From an optimization exercise on the open Yosys and OpenROAD flow, aimed at small area; shortcuts taken in it are not production practice.
Where RTL was checked, it was by simulation tests only, not by an equivalence proof against the original.
Power figures rest on the tool's default switching activity, not on a simulated workload.

==> inputs of 11-03 <==
## rangesensor
module rangesensor (
   input  wire        clk,
   input  wire        rst,
   input  wire        rx,
   input  wire [1:0]  echo,
   output wire        tx,
   output wire [1:0]  trigger,
   output wire [13:0] segments,
   output wire [7:0]  digit_num
);
wire [15:0] digits0, digits1;
wire [7:0]  range0, range1;
reg rst_d;    
always @(posedge clk)
   rst_d <= rst;
uart uart_inst (.clk(clk), .rst(rst), .range0(range0), .range1(range1), .tx(tx));
ranging_module ch0 (.clk(clk), .rst(rst), .rst_d(rst_d), .echo(echo[0]), .trigger(trigger[0]),
                    .digits(digits0), .range(range0));
ranging_module ch1 (.clk(clk), .rst(rst), .rst_d(rst_d), .echo(echo[1]), .trigger(trigger[1]),
                    .digits(digits1), .range(range1));
reg  [15:0] div;
wire        strob = ~div[0] & ~div[2] & div[4] & ~div[5] & div[6] & ~div[7] & ~div[8] &
                    ~div[9] & ~div[11] & ~div[12] & div[13] & div[14] & ~div[15];
reg  [1:0]  sel_d;                                        
wire [1:0]  sel = rst_d ? 2'd3 : sel_d + {1'b0, strob};  
always @(posedge clk) begin
   if (rst_d)
      div <= 16'd3853;
   else if (strob)
      div <= 16'd7706;
   else
      div <= {div[14:0], div[15] ^ div[6]};
   sel_d <= sel;
end
wire [3:0] dn = {~(sel == 2'd3), ~(sel == 2'd2), ~(sel == 2'd1), ~(sel == 2'd0)};
assign digit_num = {dn, dn};
indicator ind0 (.clk(clk), .rst(rst), .rst_d(rst_d), .sel(sel_d), .digits(digits0),
                .segments(segments[6:0]));
indicator ind1 (.clk(clk), .rst(rst), .rst_d(rst_d), .sel(sel_d), .digits(digits1),
                .segments(segments[13:7]));
endmodule
==> module ranging_module, before the edit <==
module ranging_module (
   input  wire        clk,
   input  wire        rst,
   input  wire        rst_d,
   input  wire        echo,
   output wire        trigger,
   output wire [15:0] digits,
   output wire [7:0]  range
);
reg  [1:0]  state;
reg  [22:0] counter;
reg  [7:0]  pulse_width;
reg         prev_echo;
reg         prev_echo2;
wire rise = echo & ~prev_echo;
wire fall = prev_echo & ~echo;
localparam [22:0] C_END = 23'd3125637;
wire term   = ~|(counter & ~C_END);
wire listen = state[0] & (state[1] | term);
always @(posedge clk) begin
   if (rst)
      prev_echo <= 1'b0;
   else
      prev_echo <= echo;
   if (rst) begin
      state       <= 2'b00;
      counter     <= C_END + 23'd5000001;
      pulse_width <= 8'd0;
   end else begin
      counter <= counter - 1'b1;
      if (listen && rise) begin
         state   <= 2'b10;
         counter <= C_END + 23'd5000608;
      end else case (state)
         2'b00:
            if (term) begin
               state   <= 2'b01;
               counter <= C_END + 23'd750;
            end
         2'b01:
            if (term)
               state <= 2'b11;
         2'b10: begin
            if (fall)
               pulse_width <= ~counter[16:9];
            if (fall || term) begin
               state   <= 2'b00;
               counter <= C_END + 23'd5000001;
            end
         end
         default: ;
      endcase
   end
end
assign trigger = (state == 2'b01);
assign range   = pulse_width;
always @(posedge clk)
   prev_echo2 <= prev_echo;
wire rise_d = prev_echo & ~prev_echo2;
wire fall_d = prev_echo2 & ~prev_echo;
wire clr    = rst_d | rise_d;
reg  [8:0] clock_reg2;
wire       cr_end = ~clock_reg2[0] & ~clock_reg2[1] & ~clock_reg2[3] & clock_reg2[4] &
                    ~clock_reg2[5] & ~clock_reg2[7];
reg  [3:0] cnt1, cnt2, cnt3, cnt4;
reg  [3:0] digit1_reg, digit2_reg, digit3_reg, digit4_reg;
wire n1 = cnt1[3] & cnt1[0];
wire n2 = cnt2[3] & cnt2[0];
wire n3 = cnt3[3] & cnt3[0];
wire inc1 = cr_end & ~n1;
wire inc2 = cr_end & n1 & ~n2;
wire inc3 = cr_end & n1 & n2 & ~n3;
wire inc4 = cr_end & n1 & n2 & n3;
always @(posedge clk) begin
   clock_reg2 <= (clr | cr_end) ? 9'd1 : {clock_reg2[7:0], clock_reg2[8] ^ clock_reg2[1]};
   cnt1 <= rst_d ? 4'd0 : inc1 ? cnt1 + 4'd1 : (inc2 | clr) ? 4'd0 : cnt1;
   cnt2 <= rst_d ? 4'd0 : inc2 ? cnt2 + 4'd1 : (inc3 | clr) ? 4'd0 : cnt2;
   cnt3 <= rst_d ? 4'd0 : inc3 ? cnt3 + 4'd1 : (inc4 | clr) ? 4'd0 : cnt3;
   cnt4 <= rst_d ? 4'd0 : inc4 ? cnt4 + 4'd1 : clr ? 4'd0 : cnt4;
   if (rst_d) begin
      digit1_reg <= 4'd0;
      digit2_reg <= 4'd0;
      digit3_reg <= 4'd0;
      digit4_reg <= 4'd0;
   end else if (fall_d) begin
      digit1_reg <= cnt1;
      digit2_reg <= cnt2;
      digit3_reg <= cnt3;
      digit4_reg <= cnt4;
   end
end
assign digits = {digit4_reg, digit3_reg, digit2_reg, digit1_reg};
endmodule
==> flow/config.mk <==
export PLATFORM = sky130hd
export DESIGN_NAME = rangesensor
export DESIGN_NICKNAME = rangesensor
export VERILOG_FILES = /design/flow/design.v
export SDC_FILE = /design/flow/constraint.sdc
export NUM_CORES = 4
export LEC_CHECK = 0
export CAP_MARGIN = 20
export CORE_MARGIN = 2
export CORE_UTILIZATION = 40
export CTS_BUF_LIST = sky130_fd_sc_hd__clkbuf_8
export CTS_CLUSTER_DIAMETER = 50
export CTS_CLUSTER_SIZE = 20
export SLEW_MARGIN = 20
==> flow/constraint.sdc <==
create_clock -name core_clock -period 20.0 [get_ports {clk}]
set_input_delay 4.0000 -clock core_clock [delete_from_list [all_inputs] [get_ports {clk}]]
set_output_delay 4.0000 -clock core_clock [all_outputs]
set_load 0.01 [all_outputs]
run.sh (not shown) runs the stock make flow with config.mk's settings and CLKGATE_MAP_FILE= SYNTH_SCRIPT=/design/flow/synth_recipe.tcl, a recipe that flattens the netlist after the stock synthesis.
==> inputs of 09-14, as changes to 11-03 <==
--- a/flow/design.v
+++ b/flow/design.v
@@ -110,3 +110,2 @@
 reg  [1:0]  state;
-reg  [22:0] counter;
 reg  [7:0]  pulse_width;
@@ -116,4 +115,8 @@
 wire fall = prev_echo & ~echo;
-localparam [22:0] C_END = 23'd3125637;
-wire term   = ~|(counter & ~C_END);
+reg  [8:0]  pre;
+reg  [13:0] cnt;
+wire pre_low  = ~|pre[7:0];
+wire pre_zero = pre_low & ~pre[8];
+localparam [13:0] CNT_END = 14'd6104;
+wire term   = (pre == 9'd102) & ~|(cnt & ~CNT_END);
 wire listen = state[0] & (state[1] | term);
@@ -126,9 +129,12 @@
       state       <= 2'b00;
-      counter     <= C_END + 23'd5000001;
+      pre         <= 9'd430;
+      cnt         <= 14'd15870;
       pulse_width <= 8'd0;
    end else begin
-      counter <= counter - 1'b1;
+      pre <= {pre[7:0], pre[8] ^ pre[4] ^ pre_low};
+      cnt <= cnt - {13'd0, pre_zero};
       if (listen && rise) begin
-         state   <= 2'b10;
-         counter <= C_END + 23'd5000608;
+         state <= 2'b10;
+         pre   <= 9'd429;       
+         cnt   <= 14'd15871;
       end else case (state)
@@ -136,4 +142,5 @@
             if (term) begin
-               state   <= 2'b01;
-               counter <= C_END + 23'd750;
+               state <= 2'b01;
+               pre   <= 9'd479;   
+               cnt   <= 14'd6106;
             end
@@ -144,6 +151,7 @@
             if (fall)
-               pulse_width <= ~counter[16:9];
+               pulse_width <= ~cnt[7:0];
             if (fall || term) begin
-               state   <= 2'b00;
-               counter <= C_END + 23'd5000001;
+               state <= 2'b00;
+               pre   <= 9'd430;   
+               cnt   <= 14'd15870;
             end
@@ -169,12 +177,23 @@
 wire n3 = cnt3[3] & cnt3[0];
-wire inc1 = cr_end & ~n1;
-wire inc2 = cr_end & n1 & ~n2;
-wire inc3 = cr_end & n1 & n2 & ~n3;
-wire inc4 = cr_end & n1 & n2 & n3;
+wire step = cr_end & ~rst_d;
+wire inc1 = step & ~n1;
+wire inc2 = step & n1 & ~n2;
+wire inc3 = step & n1 & n2 & ~n3;
+wire inc4 = step & n1 & n2 & n3;
+wire z1 = (clr & ~inc1) | inc2;
+wire z2 = (clr & ~inc2) | inc3;
+wire z3 = (clr & ~inc3) | inc4;
+wire z4 = clr & ~inc4;
+function [3:0] bump;    
+   input [3:0] x;
+   input       inc;
+   input       zero;
+   bump = (x ^ ({4{inc}} & {x[2] & x[1] & x[0], x[1] & x[0], x[0], 1'b1})) & {4{~zero}};
+endfunction
 always @(posedge clk) begin
    clock_reg2 <= (clr | cr_end) ? 9'd1 : {clock_reg2[7:0], clock_reg2[8] ^ clock_reg2[1]};
-   cnt1 <= rst_d ? 4'd0 : inc1 ? cnt1 + 4'd1 : (inc2 | clr) ? 4'd0 : cnt1;
-   cnt2 <= rst_d ? 4'd0 : inc2 ? cnt2 + 4'd1 : (inc3 | clr) ? 4'd0 : cnt2;
-   cnt3 <= rst_d ? 4'd0 : inc3 ? cnt3 + 4'd1 : (inc4 | clr) ? 4'd0 : cnt3;
-   cnt4 <= rst_d ? 4'd0 : inc4 ? cnt4 + 4'd1 : clr ? 4'd0 : cnt4;
+   cnt1 <= bump(cnt1, inc1, z1);
+   cnt2 <= bump(cnt2, inc2, z2);
+   cnt3 <= bump(cnt3, inc3, z3);
+   cnt4 <= bump(cnt4, inc4, z4);
    if (rst_d) begin
==> flow/flow/run.sh (new file) <==
#!/bin/bash
# Layout flow: the standard flow (standard.sh, same make targets and
# settings) except that synthesis maps the logic with an area-oriented ABC
# script (flow/abc_area.script) instead of ORFS's speed script. Registers
# are mapped by Yosys before ABC runs, so they are the standard synthesis's.
set -euo pipefail
W=$(pwd)
{
  head -n 1 synth_recipe.tcl
  cat <<EOT
proc abc {args} {
  set i [lsearch \$args -script]
  if {\$i >= 0} { lset args [expr {\$i + 1}] $W/flow/abc_area.script }
  yosys abc {*}\$args
}
EOT
  tail -n +2 synth_recipe.tcl
} > my_synth.tcl
CTS_ARGS="-sink_clustering_enable -repair_clock_nets -dont_use_dummy_load -buf_list sky130_fd_sc_hd__clkbuf_8 -sink_clustering_size 22 -sink_clustering_max_diameter 60"
sed -e "s#SYNTH_SCRIPT=[^ ]*synth_recipe\.tcl#SYNTH_SCRIPT=$W/my_synth.tcl#" \
    -e "s#\"\${@:-finish}\"#'CTS_ARGS=$CTS_ARGS' 'BUFFER_PORTS_ARGS=-buffer_cell sky130_fd_sc_hd__buf_1' \"\${@:-finish}\"#" \
    standard.sh > my_standard.sh
grep -q "SYNTH_SCRIPT=$W/my_synth.tcl" my_standard.sh
grep -q "dont_use_dummy_load" my_standard.sh
bash my_standard.sh > flow.log 2>&1
==> flow/flow/abc_area.script (new file) <==
strash
dch
amap
strash
dch
amap
topo
==> flow/standard.sh (new file) <==
#!/bin/bash
# synth_recipe.tcl (not shown) runs the flow's synth.tcl, then flattens the netlist and writes it again
# the make line also repeats each setting of config.mk as NAME=value (left out here)
make -C /OpenROAD-flow-scripts/flow DESIGN_CONFIG=/design/flow/config.mk WORK_HOME=/design/flow/orfs CLKGATE_MAP_FILE= SYNTH_SCRIPT=/design/flow/synth_recipe.tcl "${@:-finish}"
- CTS_CLUSTER_DIAMETER: 50 -> 60
- CTS_CLUSTER_SIZE: 20 -> 16
removed: flow/run.sh
==> inputs of 11-16, as changes to 11-03 <==
--- a/flow/design.v
+++ b/flow/design.v
@@ -110,3 +110,2 @@
 reg  [1:0]  state;
-reg  [22:0] counter;
 reg  [7:0]  pulse_width;
@@ -116,4 +115,8 @@
 wire fall = prev_echo & ~echo;
-localparam [22:0] C_END = 23'd3125637;
-wire term   = ~|(counter & ~C_END);
+reg  [8:0]  pre;
+reg  [13:0] cnt;
+wire pre_low  = ~|pre[7:0];
+wire pre_zero = pre_low & ~pre[8];
+localparam [13:0] CNT_END = 14'd6104;
+wire term   = (pre == 9'd102) & ~|(cnt & ~CNT_END);
 wire listen = state[0] & (state[1] | term);
@@ -126,9 +129,12 @@
       state       <= 2'b00;
-      counter     <= C_END + 23'd5000001;
+      pre         <= 9'd430;
+      cnt         <= 14'd15870;
       pulse_width <= 8'd0;
    end else begin
-      counter <= counter - 1'b1;
+      pre <= {pre[7:0], pre[8] ^ pre[4] ^ pre_low};
+      cnt <= cnt - {13'd0, pre_zero};
       if (listen && rise) begin
-         state   <= 2'b10;
-         counter <= C_END + 23'd5000608;
+         state <= 2'b10;
+         pre   <= 9'd429;       
+         cnt   <= 14'd15871;
       end else case (state)
@@ -136,4 +142,5 @@
             if (term) begin
-               state   <= 2'b01;
-               counter <= C_END + 23'd750;
+               state <= 2'b01;
+               pre   <= 9'd479;   
+               cnt   <= 14'd6106;
             end
@@ -144,6 +151,7 @@
             if (fall)
-               pulse_width <= ~counter[16:9];
+               pulse_width <= ~cnt[7:0];
             if (fall || term) begin
-               state   <= 2'b00;
-               counter <= C_END + 23'd5000001;
+               state <= 2'b00;
+               pre   <= 9'd430;   
+               cnt   <= 14'd15870;
             end
==> flow/flow/run.sh (new file) <==
#!/bin/bash
# Layout flow: the standard flow (standard.sh, same make targets and
# settings) except that synthesis maps the logic with an area-oriented ABC
# script (flow/abc_area.script) instead of ORFS's speed script. Registers
# are mapped by Yosys before ABC runs, so they are the standard synthesis's.
set -euo pipefail
W=$(pwd)
{
  head -n 1 synth_recipe.tcl
  cat <<EOT
proc abc {args} {
  set i [lsearch \$args -script]
  if {\$i >= 0} { lset args [expr {\$i + 1}] $W/flow/abc_area.script }
  yosys abc {*}\$args
}
EOT
  tail -n +2 synth_recipe.tcl
} > my_synth.tcl
sed -e "s#SYNTH_SCRIPT=[^ ]*synth_recipe\.tcl#SYNTH_SCRIPT=$W/my_synth.tcl#" standard.sh > my_standard.sh
grep -q "SYNTH_SCRIPT=$W/my_synth.tcl" my_standard.sh
bash my_standard.sh > flow.log 2>&1
==> flow/flow/abc_area.script (new file) <==
strash
dch
map -a
topo
==> flow/standard.sh (new file) <==
#!/bin/bash
# synth_recipe.tcl (not shown) runs the flow's synth.tcl, then flattens the netlist and writes it again
# the make line also repeats each setting of config.mk as NAME=value (left out here)
make -C /OpenROAD-flow-scripts/flow DESIGN_CONFIG=/design/flow/config.mk WORK_HOME=/design/flow/orfs CLKGATE_MAP_FILE= SYNTH_SCRIPT=/design/flow/synth_recipe.tcl "${@:-finish}"
- CTS_CLUSTER_DIAMETER: 50 -> 60
- CTS_CLUSTER_SIZE: 20 -> 16
removed: flow/run.sh
==> summary.md <==
The flow ran to the end and the layout has no timing, DRC or antenna violations. Summing all non-filler instances in the final layout gives an area of 0.009872 mm^2. The power per cell area came out at 82.99 mW/mm^2.

The number of signal-net inverters in the final layout came out at 14. The tools report the largest net degree at the start of global routing as 75. Average wire per cell in the routed design: 13.92 um. The multi-input combinational gate total was 714. The run gives 0.424 as the clock group share of total power. The logs give 0.02385 ns for the setup clock skew after layout and 0.02182 mm^2 for the core area. For the fraction of met1 tracks used by global routing, the log shows 0.2029. The switching share of power was 0.2543.

The tightest hold margin was 0.4126 ns. Instance count on the critical path: 8. The tools report the logic gate share of total power as 0.052.
-- figures above: 11-03

==> summary.md <==
The flow ran to the end and the layout has no timing, DRC or antenna violations. The setup clock skew after layout was 0.01360 ns; the multi-input combinational gate total was 679. Across all hold checks on the routed design, the worst slack comes to 0.3913 ns. The region available for standard cell placement spans 0.02010 mm^2. The run gives 0.327 as the clock group share of total power. The average wire per cell in the routed design came out at 11.63 um. For the area of all placed cells without fillers, the log shows 0.009064 mm^2.

In this run the power density over the cells is 79.61 mW/mm^2.
-- figures above: 11-16

==> summary.md <==
The flow ran to the end and the layout has no timing, DRC or antenna violations. In this run the power density over the cells is 78.64 mW/mm^2. Cell internal power was estimated by the tool at 0.0005106 W. The number of signal-net inverters in the final layout is 90. Entering global routing, the biggest net connects 45 pins.

The logic gate share of total power is 0.056, and the power in combinational cells is 0.0000372 W. The run gives 0.2064 as the fraction of met1 tracks used by global routing. The tools report the area of all placed cells without fillers as 0.008467 mm^2. The clock arrives with 0.07126 ns of skew. Switching share of power: 0.2332. The clock group share of total power is 0.301.

The floorplan step defined a core boundary enclosing 0.01927 mm^2. The tightest hold margin is 0.3866 ns. Average wire per cell in the routed design: 12.54 um.
-- figures above: 09-14

For 09-14 and 11-16, only the layout was checked, not whether the RTL still works.

[afterwards: timing with drivers on the ports]
No port has a modelled driver above. Below, the same layouts with a new extraction and two added sets of constraints. Step 1 (the two cells are an assumption about what drives the block):
set clk [get_ports {clk}]
set_driving_cell -lib_cell sky130_fd_sc_hd__clkbuf_16 $clk
set_driving_cell -lib_cell sky130_fd_sc_hd__buf_2 [delete_from_list [all_inputs] $clk]
Step 2 times the ports against the registers' clock, not the clock port: input delays grow and output delays shrink by t, the midpoint of the rising clock arrivals with the driver on. Three values: no drivers, after step 1, after step 2; two values: the first two.
run | shift t [ns] | setup WS [ns] | worst hold slack (ns) | worst setup path after step 2
11-03 | 0.589 | 12.525 / 12.485 / 13.074 | 0.413 / 0.413 / 0.413 | register to output
09-14 | 0.524 | 13.133 / 13.099 / 13.624 | 0.387 / 0.387 / 0.387 | register to output
11-16 | 0.540 | 12.936 / 12.897 / 13.437 | 0.391 / 0.391 / 0.391 | register to output
After both steps every run listed still meets setup and hold.
